From an optimization exercise on the open Yosys and OpenROAD flow, aimed at a short achievable clock period and few clock cycles per item; shortcuts taken in it are not production practice. Where RTL was checked, it was by simulation tests only, not by an equivalence proof against the original. No activity file was given, so power comes from the tool's default toggle rates.

==> flow/design.v (excerpt) <==
module top_RISCV #(
    parameter n = 10,
    parameter m = 32
)(
    input wire clk,
    input wire rst,
    output wire [n-1:0] addr,
    output wire [m-1:0] write_data,
    output wire memwr,
    input wire [31:0] read_data,
    output wire [31:0] PC,
    input wire [31:0] instr
);
localparam [6:0] OP_R = 7'b0110011, OP_I = 7'b0010011, OP_L = 7'b0000011,
                 OP_S = 7'b0100011, OP_B = 7'b1100011, OP_J = 7'b1101111,
                 OP_JR = 7'b1100111;
reg  [7:0]  fidx;            
reg  [7:0]  pc_o;            
reg  [31:0] pc_xn;           
reg         v_e;
reg  [31:0] a_e, b_e, sd_e, imm_e;
reg         fa_e, fb_e, fs_e;        
reg         wa_e, wb_e, ws_e;        
reg         q_ab, q_mb, q_wb, q_am, q_aw, q_mw, q_same;   
reg  [4:0]  rd_e;
reg         nbf_e;                   
reg         wen_e, sub_e, and_e, or_e, br_e, bne_e, jal_e, jalr_e, lw_e, sw_e, link_e, alu_e, add_e;
reg  [31:0] npc;             
reg  [31:0] res_m;
reg  [4:0]  rd_m;
reg         wen_m, ld_m;
reg  [31:0] wb_w;            
reg  [9:0]  addr_r;
reg  [31:0] wdata_r;
reg         memwr_r;
reg  [7:0]  ras;             
reg  [31:0] rf [1:31];
assign PC         = {~pc_xn[31:10], pc_o, ~pc_xn[1:0]};
assign addr       = addr_r;
assign write_data = wdata_r;
assign memwr      = memwr_r;
wire [31:0] mval = ld_m ? read_data : res_m;
wire [31:0] A  = fa_e ? res_m : wa_e ? wb_w : a_e;
wire [31:0] B  = fb_e ? res_m : wb_e ? wb_w : b_e;
wire [31:0] SD = fs_e ? mval  : ws_e ? wb_w : sd_e;
wire [31:0] sum, tgt;
wire [29:0] link_hi;
adder #(32) u_sum  (.a(A), .b(sub_e ? ~B : B), .ci(sub_e), .s(sum));
adder #(32) u_tgt  (.a(npc), .b(imm_e), .ci(1'b0), .s(tgt));
adder #(30) u_link (.a(npc[31:2]), .b(30'd0), .ci(1'b1), .s(link_hi));
wire [31:0] link = {link_hi, npc[1:0]};
wire [31:0] alu = and_e ? (A & B) : or_e ? (A | B) : sum;
wire [31:0] res_e = link_e ? link : alu;
wire eq_ab, eq_mb, eq_wb, eq_am, eq_aw, eq_mw;
eqcmp #(32) u_eqab (.a(a_e),   .b(b_e),   .eq(eq_ab));
  ...
Size: roughly 1,300 flip-flops.
clock: 10.0 ns
lec_check: 0
cap_margin: 20
core_margin: 2
core_utilization: 40
setup_slack_margin: 5
slew_margin: 20
standard.sh (not shown) runs the stock make flow with config.mk's settings and CLKGATE_MAP_FILE= SYNTH_SCRIPT=/design/flow/synth_recipe.tcl, a recipe that flattens the netlist after the stock synthesis.
==> flow/flow/run.sh <==
#!/bin/bash
# Layout flow: the standard ORFS flow (standard.sh) with these changes:
#  - synthesis maps the logic with abc using flow/abc_fast.script, which maps
#    every path for delay (the standard script recovers area on paths abc
#    thinks are short, which is most of the paths from the input ports),
#    without the slow 4-high-stack gates listed in flow/abc_dont_use.txt;
#  - no full/half adder cells (ADDER_MAP_FILE empty): the adders, written as
#    prefix adders in the RTL, go to abc as plain logic;
#  - repair_timing aims at a tighter setup margin than the 5 ns that the
#    settings list allows, so it keeps working down to a ~3.5 ns period;
#  - the port buffers are buf_4 cells (buffer_ports otherwise picks a
#    clock-delay buffer, which repair may only swap for other delay cells).
# Registers, constraints, floorplan, CTS and routing are standard.sh's.
# make's full output goes to flow_make.log here; ORFS keeps each step's log
# under orfs/logs/.
set -euo pipefail
WD=$(pwd)
MARGIN=${FLOW_SETUP_MARGIN:-6.8}
sed "s|@WD@|$WD|g" flow/synth_wrap.tcl > flow_synth.tcl
grep -q 'SYNTH_SCRIPT=[^ ]*synth_recipe.tcl' standard.sh
grep -q '"${@:-finish}"' standard.sh
sed -e "s|SYNTH_SCRIPT=[^ ]*synth_recipe.tcl|SYNTH_SCRIPT=$WD/flow_synth.tcl|" \
    -e "s|\"\${@:-finish}\"|SETUP_SLACK_MARGIN=${MARGIN} ADDER_MAP_FILE= BUFFER_PORTS_ARGS=\"-buffer_cell sky130_fd_sc_hd__buf_4\" \"\${@:-finish}\"|" \
    standard.sh > flow_standard.sh
grep -q "SETUP_SLACK_MARGIN=${MARGIN} ADDER_MAP_FILE=" flow_standard.sh
grep -q "SYNTH_SCRIPT=$WD/flow_synth.tcl" flow_standard.sh
bash flow_standard.sh "$@" > flow_make.log 2>&1
Other scripts of this flow, unchanged in this note and not shown: flow/flow/abc_dont_use.txt, flow/flow/abc_fast.script, flow/flow/synth_wrap.tcl
Testbench counts at the start, summed over its fixed seeds: cycles 22,016, instrs 21,298.
Then changed:
--- a/flow/design.v
+++ b/flow/design.v
@@ -191,25 +191,23 @@
 wire e1 = v_e & wen_e & (rd_e == rs1);
 wire e2 = v_e & wen_e & (rd_e == rs2);
 wire m1 = wen_m & (rd_m == rs1);
 wire m2 = wen_m & (rd_m == rs2);
 wire stall = lw_e & ((e1 & ~is_jal) | (e2 & use2_d));
 wire [7:0] seq   = fidx + 8'd1;
 wire       h_d   = f3[0] ^ (rs1 == rs2);
 wire       e_alu = v_e & alu_e & wen_e & nbf_e;
 wire       br_ex = e_alu & (rs2 == 5'd0) & (rd_e == rs1);
 wire       br_pt = br_ex ? (ezero ^ f3[0]) : h_d;
-wire [9:0] jr_a, jr_mm, jr_w, jr_e;
-adder #(10) u_jra (.a(jp_a), .b(imm_i[9:0]), .ci(1'b0), .s(jr_a));
-adder #(10) u_jrx (.a(jp_m), .b(imm_i[9:0]), .ci(1'b0), .s(jr_mm));
-adder #(10) u_jrw (.a(jp_w), .b(imm_i[9:0]), .ci(1'b0), .s(jr_w));
-assign jr_e = fa_e ? jr_mm : wa_e ? jr_w : jr_a;
+wire [9:0] jp_s = fa_e ? jp_m : wa_e ? jp_w : jp_a;
+wire [9:0] jr_e;
+adder #(10) u_jre (.a(jp_s), .b(imm_i[9:0]), .ci(1'b0), .s(jr_e));
 wire [7:0] jal_t, br_t;
 adder #(8) u_jal (.a(fidx), .b(imm_j[9:2]), .ci(1'b0), .s(jal_t));
 adder #(8) u_br  (.a(fidx), .b(imm_b[9:2]), .ci(1'b0), .s(br_t));
 wire j_e   = e1 & e_alu & add_e;
 wire j_r   = ~j_e & (rs1 == 5'd1);
 wire s_jal = is_jal;
 wire s_br  = is_br & br_pt;
 wire s_jre = is_jalr & j_e;
 wire s_ras = is_jalr & j_r;
 wire s_seq = ~(s_jal | s_br | s_jre | s_ras);
=>
- The changed run finished clean
- wire length shrinks by about 9%
- final cell count goes down by about 5%
- worst hold slack is worse by 0.062 ns
- core utilization went down by 0.67 points
- clock-buffer cell count went up by 4
- global-route usage decreases by 2.4 points
- total power went down by about 4%
- via count went down by 4.7%
- design area went down by about 5%
Testbench counts after the change, summed over its fixed seeds: cycles 22,016, instrs 21,298.


## v6
top_RISCV again, from the RTL that the note above started with.
Settings: LEC_CHECK=0, CAP_MARGIN=20, CORE_MARGIN=2, CORE_UTILIZATION=40, SETUP_SLACK_MARGIN=5, SLEW_MARGIN=20; clock period 10.0 ns.
==> flow/flow/run.sh <==
#!/bin/bash
# Layout flow: the standard ORFS flow (standard.sh) with these changes:
#  - synthesis maps the logic with abc using flow/abc_fast.script, which maps
#    every path for delay (the standard script recovers area on paths abc
#    thinks are short, which is most of the paths from the input ports),
#    without the slow 4-high-stack gates listed in flow/abc_dont_use.txt;
#  - no full/half adder cells (ADDER_MAP_FILE empty): the adders, written as
#    prefix adders in the RTL, go to abc as plain logic;
#  - repair_timing aims at a tighter setup margin than the 5 ns that the
#    settings list allows, so it keeps working down to a ~3.5 ns period;
#  - the port buffers are buf_4 cells (buffer_ports otherwise picks a
#    clock-delay buffer, which repair may only swap for other delay cells).
# Registers, constraints, floorplan, CTS and routing are standard.sh's.
# make's full output goes to flow_make.log here; ORFS keeps each step's log
# under orfs/logs/.
set -euo pipefail
WD=$(pwd)
MARGIN=${FLOW_SETUP_MARGIN:-6.7}
sed "s|@WD@|$WD|g" flow/synth_wrap.tcl > flow_synth.tcl
grep -q 'SYNTH_SCRIPT=[^ ]*synth_recipe.tcl' standard.sh
grep -q '"${@:-finish}"' standard.sh
sed -e "s|SYNTH_SCRIPT=[^ ]*synth_recipe.tcl|SYNTH_SCRIPT=$WD/flow_synth.tcl|" \
    -e "s|\"\${@:-finish}\"|SETUP_SLACK_MARGIN=${MARGIN} ADDER_MAP_FILE= BUFFER_PORTS_ARGS=\"-buffer_cell sky130_fd_sc_hd__buf_4\" \"\${@:-finish}\"|" \
    standard.sh > flow_standard.sh
grep -q "SETUP_SLACK_MARGIN=${MARGIN} ADDER_MAP_FILE=" flow_standard.sh
grep -q "SYNTH_SCRIPT=$WD/flow_synth.tcl" flow_standard.sh
bash flow_standard.sh "$@" > flow_make.log 2>&1
Other scripts of this flow, unchanged in this note and not shown: flow/flow/abc_dont_use.txt, flow/flow/abc_fast.script, flow/flow/synth_wrap.tcl
Testbench counts of v6, summed over its fixed seeds: cycles 22,016, instrs 21,298.
> inputs changed (v6 -> v7)
--- a/flow/design.v
+++ b/flow/design.v
@@ -194,19 +194,17 @@
 wire m2 = wen_m & (rd_m == rs2);
 wire stall = lw_e & ((e1 & ~is_jal) | (e2 & use2_d));
 wire [7:0] seq   = fidx + 8'd1;
 wire       h_d   = f3[0] ^ (rs1 == rs2);
 wire       e_alu = v_e & alu_e & wen_e & nbf_e;
 wire       br_ex = e_alu & (rs2 == 5'd0) & (rd_e == rs1);
 wire       br_pt = br_ex ? (ezero ^ f3[0]) : h_d;
-wire [9:0] jr_a, jr_mm, jr_w, jr_e;
-adder #(10) u_jra (.a(jp_a), .b(imm_i[9:0]), .ci(1'b0), .s(jr_a));
-adder #(10) u_jrx (.a(jp_m), .b(imm_i[9:0]), .ci(1'b0), .s(jr_mm));
-adder #(10) u_jrw (.a(jp_w), .b(imm_i[9:0]), .ci(1'b0), .s(jr_w));
-assign jr_e = fa_e ? jr_mm : wa_e ? jr_w : jr_a;
+wire [9:0] jp_s = fa_e ? jp_m : wa_e ? jp_w : jp_a;
+wire [9:0] jr_e;
+adder #(10) u_jre (.a(jp_s), .b(imm_i[9:0]), .ci(1'b0), .s(jr_e));
 wire [7:0] jal_t, br_t;
 adder #(8) u_jal (.a(fidx), .b(imm_j[9:2]), .ci(1'b0), .s(jal_t));
 adder #(8) u_br  (.a(fidx), .b(imm_b[9:2]), .ci(1'b0), .s(br_t));
 wire j_e   = e1 & e_alu & add_e;
 wire j_r   = ~j_e & (rs1 == 5'd1);
 wire s_jal = is_jal;
 wire s_br  = is_br & br_pt;
Results
v7: initial antenna violation count 6 below v6. Per the comparison of v7 with v6, logic depth of the worst register-to-register path increased by 1 relative to the old numbers, slew at the pin with the worst max-slew slack closely matched the old numbers, net count of the mapped netlist decreased by 554 relative to the old numbers, portion of the clock cycle consumed by the worst path in the final layout decreased by 0.45 points relative to the old numbers. Summary: with v6 as the reference, synthesized cell count in v7 moved down by a few percent. Of v7 and v6, it is v7 that has the lower critical path depth. Compared with v6, v7 shows global-route usage over all layers lower by 2.1 points. The clock skew in v7 sits 3.3 ps below the value recorded for v6. Summary — area of placed instances, v7 relative to v6: lower, by 2800 um^2. Sort v7 and v6 by sequential share of layout area, ascending, and v6 comes first. What v7 reported for global-route wire length before repair has to be multiplied by 1.08 to get the figure for v6. Fraction of power spent switching nets for v7: 1.4 points down relative to v6.
Testbench counts of v7, summed over its fixed seeds: cycles 22,016, instrs 21,298.


Setup of the baseline:
top_RISCV, a different RTL version from the one above (not shown whole).
Size: ~11,000 cells after synthesis, roughly 1,300 flip-flops, ~140 I/O pins, ~81,000 um^2 of cells after synthesis.
clock: 10.0 ns
lec_check: 0
cap_margin: 20
core_margin: 2
core_utilization: 40
setup_slack_margin: 5
slew_margin: 20
==> flow/flow/run.sh <==
#!/bin/bash
# Layout flow: the standard ORFS flow (standard.sh) with these changes:
#  - synthesis maps the logic with abc using flow/abc_fast.script, which maps
#    every path for delay (the standard script recovers area on paths abc
#    thinks are short, which is most of the paths from the input ports),
#    without the slow 4-high-stack gates listed in flow/abc_dont_use.txt;
#  - no full/half adder cells (ADDER_MAP_FILE empty): the adders, written as
#    prefix adders in the RTL, go to abc as plain logic;
#  - repair_timing aims at a tighter setup margin than the 5 ns that the
#    settings list allows, so it keeps working down to a ~3.5 ns period;
#  - the port buffers are buf_4 cells (buffer_ports otherwise picks a
#    clock-delay buffer, which repair may only swap for other delay cells).
# Registers, constraints, floorplan, CTS and routing are standard.sh's.
# make's full output goes to flow_make.log here; ORFS keeps each step's log
# under orfs/logs/.
set -euo pipefail
WD=$(pwd)
MARGIN=${FLOW_SETUP_MARGIN:-6.5}
sed "s|@WD@|$WD|g" flow/synth_wrap.tcl > flow_synth.tcl
grep -q 'SYNTH_SCRIPT=[^ ]*synth_recipe.tcl' standard.sh
grep -q '"${@:-finish}"' standard.sh
sed -e "s|SYNTH_SCRIPT=[^ ]*synth_recipe.tcl|SYNTH_SCRIPT=$WD/flow_synth.tcl|" \
    -e "s|\"\${@:-finish}\"|SETUP_SLACK_MARGIN=${MARGIN} ADDER_MAP_FILE= BUFFER_PORTS_ARGS=\"-buffer_cell sky130_fd_sc_hd__buf_4\" \"\${@:-finish}\"|" \
    standard.sh > flow_standard.sh
grep -q "SETUP_SLACK_MARGIN=${MARGIN} ADDER_MAP_FILE=" flow_standard.sh
grep -q "SYNTH_SCRIPT=$WD/flow_synth.tcl" flow_standard.sh
bash flow_standard.sh "$@" > flow_make.log 2>&1
Other scripts of this flow, unchanged in this note and not shown: flow/flow/abc_dont_use.txt, flow/flow/abc_fast.script, flow/flow/synth_wrap.tcl
Edits applied to the flow inputs when going from the baseline to the candidate:
--- a/flow/design.v
+++ b/flow/design.v
@@ -85,14 +85,12 @@
     input wire [31:0] instr
 );
 localparam [6:0] OP_R = 7'b0110011, OP_I = 7'b0010011, OP_L = 7'b0000011,
                  OP_S = 7'b0100011, OP_B = 7'b1100011, OP_J = 7'b1101111,
                  OP_JR = 7'b1100111;
 reg  [7:0]  fidx;            
-reg  [7:0]  pc_o;            
-reg  [31:0] pc_x;            
 reg         v_e;
 reg  [31:0] a_e, b_e, sd_e, imm_e;
 reg         fa_e, fb_e, fs_e;        
 reg         wa_e, wb_e, ws_e;        
 reg         q_ab, q_mb, q_wb, q_am, q_aw, q_mw, q_same;   
 reg  [4:0]  rd_e;
@@ -105,13 +103,13 @@
 reg  [31:0] wb_w;            
 reg  [9:0]  addr_r;
 reg  [31:0] wdata_r;
 reg         memwr_r;
 reg  [7:0]  ras;             
 reg  [31:0] rf [1:31];
-assign PC         = {pc_x[31:10], pc_o, pc_x[1:0]};
+assign PC         = {npc[31:10], fidx, npc[1:0]};
 assign addr       = addr_r;
 assign write_data = wdata_r;
 assign memwr      = memwr_r;
 wire [31:0] mval = ld_m ? read_data : res_m;
 wire [31:0] A  = fa_e ? res_m : wa_e ? wb_w : a_e;
 wire [31:0] B  = fb_e ? res_m : wb_e ? wb_w : b_e;
@@ -193,13 +191,13 @@
 wire m1 = wen_m & (rd_m == rs1);
 wire m2 = wen_m & (rd_m == rs2);
 wire stall = lw_e & ((e1 & ~is_jal) | (e2 & use2_d));
 wire [7:0] seq   = fidx + 8'd1;
 wire       h_d   = f3[0] ^ (rs1 == rs2);
 wire       e_alu = v_e & alu_e & wen_e & nbf_e;
-wire       br_ex = e_alu & (rs2 == 5'd0) & (rd_e == rs1);
+wire       br_ex = e_alu & (((rs2 == 5'd0) & (rd_e == rs1)) | ((rs1 == 5'd0) & (rd_e == rs2)));
 wire       br_pt = br_ex ? (ezero ^ f3[0]) : h_d;
 wire [9:0] jr_a, jr_mm, jr_w, jr_e;
 adder #(10) u_jra (.a(jp_a), .b(imm_i[9:0]), .ci(1'b0), .s(jr_a));
 adder #(10) u_jrx (.a(jp_m), .b(imm_i[9:0]), .ci(1'b0), .s(jr_mm));
 adder #(10) u_jrw (.a(jp_w), .b(imm_i[9:0]), .ci(1'b0), .s(jr_w));
 assign jr_e = fa_e ? jr_mm : wa_e ? jr_w : jr_a;
@@ -220,24 +218,12 @@
 always @(posedge clk or posedge rst) begin
     if (rst)
         fidx <= 8'd0;
     else
         fidx <= idx_next;
 end
-always @(posedge clk) begin
-    if (rst)
-        pc_o <= 8'd0;
-    else
-        pc_o <= idx_next;
-end
-always @(posedge clk) begin
-    if (rst)
-        pc_x <= 32'd0;
-    else if (v_e)
-        pc_x <= e_next;
-end
 always @(posedge clk or posedge rst) begin
     if (rst)
         v_e <= 1'b0;
     else
         v_e <= ~e_mis & ~stall;
 end
Notes after the runs:
Diff the baseline -> the candidate | worst slew margin relative to its limit | decrease of 5.7 points
Summary of the candidate over the baseline: hold slack shows no meaningful change, design area shows a reduction of 2500 um^2.
Comparing clock buffer count in the final layout for the candidate and the baseline, the bigger number came from the candidate.
Compared with the baseline, the candidate shows a post-route met1 wirelength that is 18,000 um lower.
The number of global-route vias before repair of the candidate falls short of that of the baseline by 1,685.
Between the candidate and the baseline, the maximum single-stage delay on the critical path is higher for the candidate.
Function was not checked in any run of this note: the RTL went through the layout flow alone.

==> static timing again, ports no longer ideal <==
How much do the figures lean on ideal ports? The routed layouts below were timed once more, with nothing changed but the port constraints. Step 1, drivers: a clkbuf_16 drives clk and a buf_2 each remaining input, both assumed. Step 2 adds t to the input delays and takes it off the output delays; t is the mean of the earliest and latest rising clock arrival at the registers after step 1. Input paths then give back, and output paths get back, about the clock's delay inside the block. Slacks: ideal / step 1 / step 2; pairs: ideal / step 1.
| run | t (ns) | setup slack, ns | hold WS [ns] | latest minus earliest clock arrival (ns) | cell pins on the clock port's net |
|---|---|---|---|---|---|
| the first run of note 1 | 0.934 | 6.456 / 6.170 / 5.235 | 0.403 / 0.403 / 0.403 | 0.086 / 0.087 | 1 |
| the second run of note 1 | 0.934 | 6.437 / 6.340 / 5.521 | 0.342 / 0.342 / 0.342 | 0.043 / 0.044 | 1 |
| v6 | 0.932 | 6.424 / 6.159 / 5.227 | 0.399 / 0.399 / 0.399 | 0.048 / 0.047 | 1 |
| v7 | 0.918 | 6.469 / 6.378 / 5.490 | 0.340 / 0.340 / 0.340 | 0.045 / 0.044 | 1 |
| the baseline | 0.918 | 6.214 / 6.008 / 5.090 | 0.382 / 0.382 / 0.382 | 0.063 / 0.064 | 1 |
| the candidate | 0.917 | 6.167 / 6.074 / 5.157 | 0.382 / 0.382 / 0.382 | 0.045 / 0.044 | 1 |
After both steps every run listed still meets setup and hold. For the first run of note 1, which loses most, drivers alone change the setup slack by -0.286 ns; drivers and shift together by -1.221 ns.
